This design comes from an exercise in tuning for small area, a short achievable clock period and few clock cycles on the open sky130 flow, not from production work. Function was checked by simulation only, so behaviour that the tests miss may differ from the original.

main:
Design fpu, start of the top module:
module fpu
  (input  fp16_t          fpuIn1, fpuIn2, fpuIn3,
   input  logic [3:0]   op,
   input  logic         clock, reset, start,
   output fp16_t          fpuOut,
   output logic         fpuDone,
   output condCode_t    condCodes,
   output statusFlag_t  statusFlags,
   output fpuComp_t     comps);
Size: roughly 3,300 cells after synthesis, ~84 I/O pins.
==> module fpuAddSubFront, before the edit <==
module fpuAddSubFront
  #(parameter int FRACW = 10,
    parameter int EXPW = 5)
  (input  logic               sub,
   input  fp16_t              fpuIn1, fpuIn2,
   output logic               unnormSign,
   output logic [1:0]         unnormInt,
   output logic [2 * FRACW - 1:0] unnormFrac,
   output logic [EXPW - 1:0]  unnormExp,
   output logic               sticky);
  logic effS2;
  assign effS2 = fpuIn2.sign ^ sub;
  logic in1Larger;
  assign in1Larger = {fpuIn1.exp, fpuIn1.frac} > {fpuIn2.exp, fpuIn2.frac};
  fp16_t largeNum, smallNum;
  assign largeNum = in1Larger ? fpuIn1 : fpuIn2;
  assign smallNum = in1Larger ? fpuIn2 : fpuIn1;
  assign unnormSign = (in1Larger || fpuIn1 == fpuIn2) ? fpuIn1.sign : effS2;
  logic [EXPW - 1:0] expDiff;
  assign expDiff = (largeNum.exp == EXPW'(0) ? EXPW'(1) : largeNum.exp) -
                   (smallNum.exp == EXPW'(0) ? EXPW'(1) : smallNum.exp);
  logic [FRACW + 1:0] extFrac;
  logic [FRACW - 1:0] shiftedOut;
  assign {extFrac, shiftedOut} = {smallNum.exp != '0 ? 1'b1 : 1'b0, smallNum.frac, FRACW'(0)} >> expDiff;
  assign sticky = (shiftedOut != FRACW'(0));
  logic [2 * FRACW:0] extLargeFrac;
  logic [2 * FRACW:0] extSmallFrac;
  assign extLargeFrac = {~(largeNum.exp == 0), largeNum.frac, FRACW'(0)};
  assign extSmallFrac = {(largeNum.exp == smallNum.exp && smallNum.exp != EXPW'(0)), extFrac[FRACW - 1:0], shiftedOut};
  assign {unnormInt, unnormFrac} = (fpuIn1.sign == effS2) ?
                                   (extLargeFrac + extSmallFrac) :
                                   (extLargeFrac - extSmallFrac);
  assign unnormExp = largeNum.exp;
endmodule
export LEC_CHECK = 0
export ABC_AREA = 1
export CAP_MARGIN = 20
export CORE_MARGIN = 2
export CORE_UTILIZATION = 65
export PLACE_DENSITY = 0.75
export SLEW_MARGIN = 20
create_clock -name core_clock -period 65.0 [get_ports {clock}]
run.sh (not shown) runs the stock make flow with config.mk's settings and CLKGATE_MAP_FILE= SYNTH_SCRIPT=/design/flow/synth_recipe.tcl, a recipe that flattens the netlist after the stock synthesis.
Testbench counts of main, summed over its fixed seeds: cycles 11,239.
Input changes introduced in the feature branch (baseline for comparison: main):
--- a/flow/design.v
+++ b/flow/design.v
@@ -445,26 +445,33 @@
    output logic [EXPW - 1:0]  unnormExp,
    output logic               sticky);
+  logic effS1;
   logic effS2;
+  assign effS1 = fpuIn1.sign;
   assign effS2 = fpuIn2.sign ^ sub;
-  logic in1Larger;
-  assign in1Larger = {fpuIn1.exp, fpuIn1.frac} > {fpuIn2.exp, fpuIn2.frac};
-  fp16_t largeNum, smallNum;
-  assign largeNum = in1Larger ? fpuIn1 : fpuIn2;
-  assign smallNum = in1Larger ? fpuIn2 : fpuIn1;
-  assign unnormSign = (in1Larger || fpuIn1 == fpuIn2) ? fpuIn1.sign : effS2;
-  logic [EXPW - 1:0] expDiff;
-  assign expDiff = (largeNum.exp == EXPW'(0) ? EXPW'(1) : largeNum.exp) -
-                   (smallNum.exp == EXPW'(0) ? EXPW'(1) : smallNum.exp);
-  logic [FRACW + 1:0] extFrac;
+  fp16_t largeNum;
+  fp16_t smallNum;
+  fpuAddSubSorter  sorter(.*);
+  logic effSignLarge, effSignSmall;
+  always_comb begin
+    if (largeNum == fpuIn1) begin
+      effSignLarge = effS1;
+      effSignSmall = effS2;
+    end
+    else begin
+      effSignLarge = effS2;
+      effSignSmall = effS1;
+    end
+  end
   logic [FRACW - 1:0] shiftedOut;
-  assign {extFrac, shiftedOut} = {smallNum.exp != '0 ? 1'b1 : 1'b0, smallNum.frac, FRACW'(0)} >> expDiff;
-  assign sticky = (shiftedOut != FRACW'(0));
+  fp16_t alignedSmallNum;
+  fpuAddSubAligner #(.FRACW(FRACW), .EXPW(EXPW)) aligner(.*);
   logic [2 * FRACW:0] extLargeFrac;
   logic [2 * FRACW:0] extSmallFrac;
   assign extLargeFrac = {~(largeNum.exp == 0), largeNum.frac, FRACW'(0)};
-  assign extSmallFrac = {(largeNum.exp == smallNum.exp && smallNum.exp != EXPW'(0)), extFrac[FRACW - 1:0], shiftedOut};
-  assign {unnormInt, unnormFrac} = (fpuIn1.sign == effS2) ?
+  assign extSmallFrac = {(alignedSmallNum == smallNum && smallNum.exp != EXPW'(0)), alignedSmallNum.frac, shiftedOut};
+  assign {unnormInt, unnormFrac} = (effSignLarge == effSignSmall) ?
                                    (extLargeFrac + extSmallFrac) :
                                    (extLargeFrac - extSmallFrac);
+  assign unnormSign = effSignLarge;
   assign unnormExp = largeNum.exp;
 endmodule
Results
Relative to main, global-route usage has increased by 0.57 points in the feature branch. Count of final max-slew check failures: the feature branch vs main identical. Going from main to the feature branch, net total in the final layout has increased, final design area excluding fillers rose about 1.8%, met3 capacity usage during global routing increased 1.5 points, buffer and inverter count on the worst path has decreased, global-route wire length before repair higher.
Testbench counts of the feature branch, summed over its fixed seeds: cycles 11,239.

[re-timing with driven ports]
In the flow no input, the clock included, has a driving cell. The finished layouts below were timed again as built, in two steps.
Step 1 sets driving cells, clkbuf_16 on the clock port and buf_2 on the other inputs (assumed; they add their load-dependent delay and slew).
Step 2 times the ports against the registers' clock, not the clock port: input delays grow and output delays shrink by t, the midpoint of the rising clock arrivals with the driver on.
a / b / c = no drivers / after step 1 / after step 2; a / b = the first two.
run | t, ns | setup slack, ns | worst register clock-pin slew, ns
main | 0.438 | 48.845 / 48.845 / 48.845 | 0.09 / 0.09
the feature branch | 0.442 | 49.177 / 49.120 / 49.354 | 0.09 / 0.09
After both steps setup and hold are still met in every run listed.
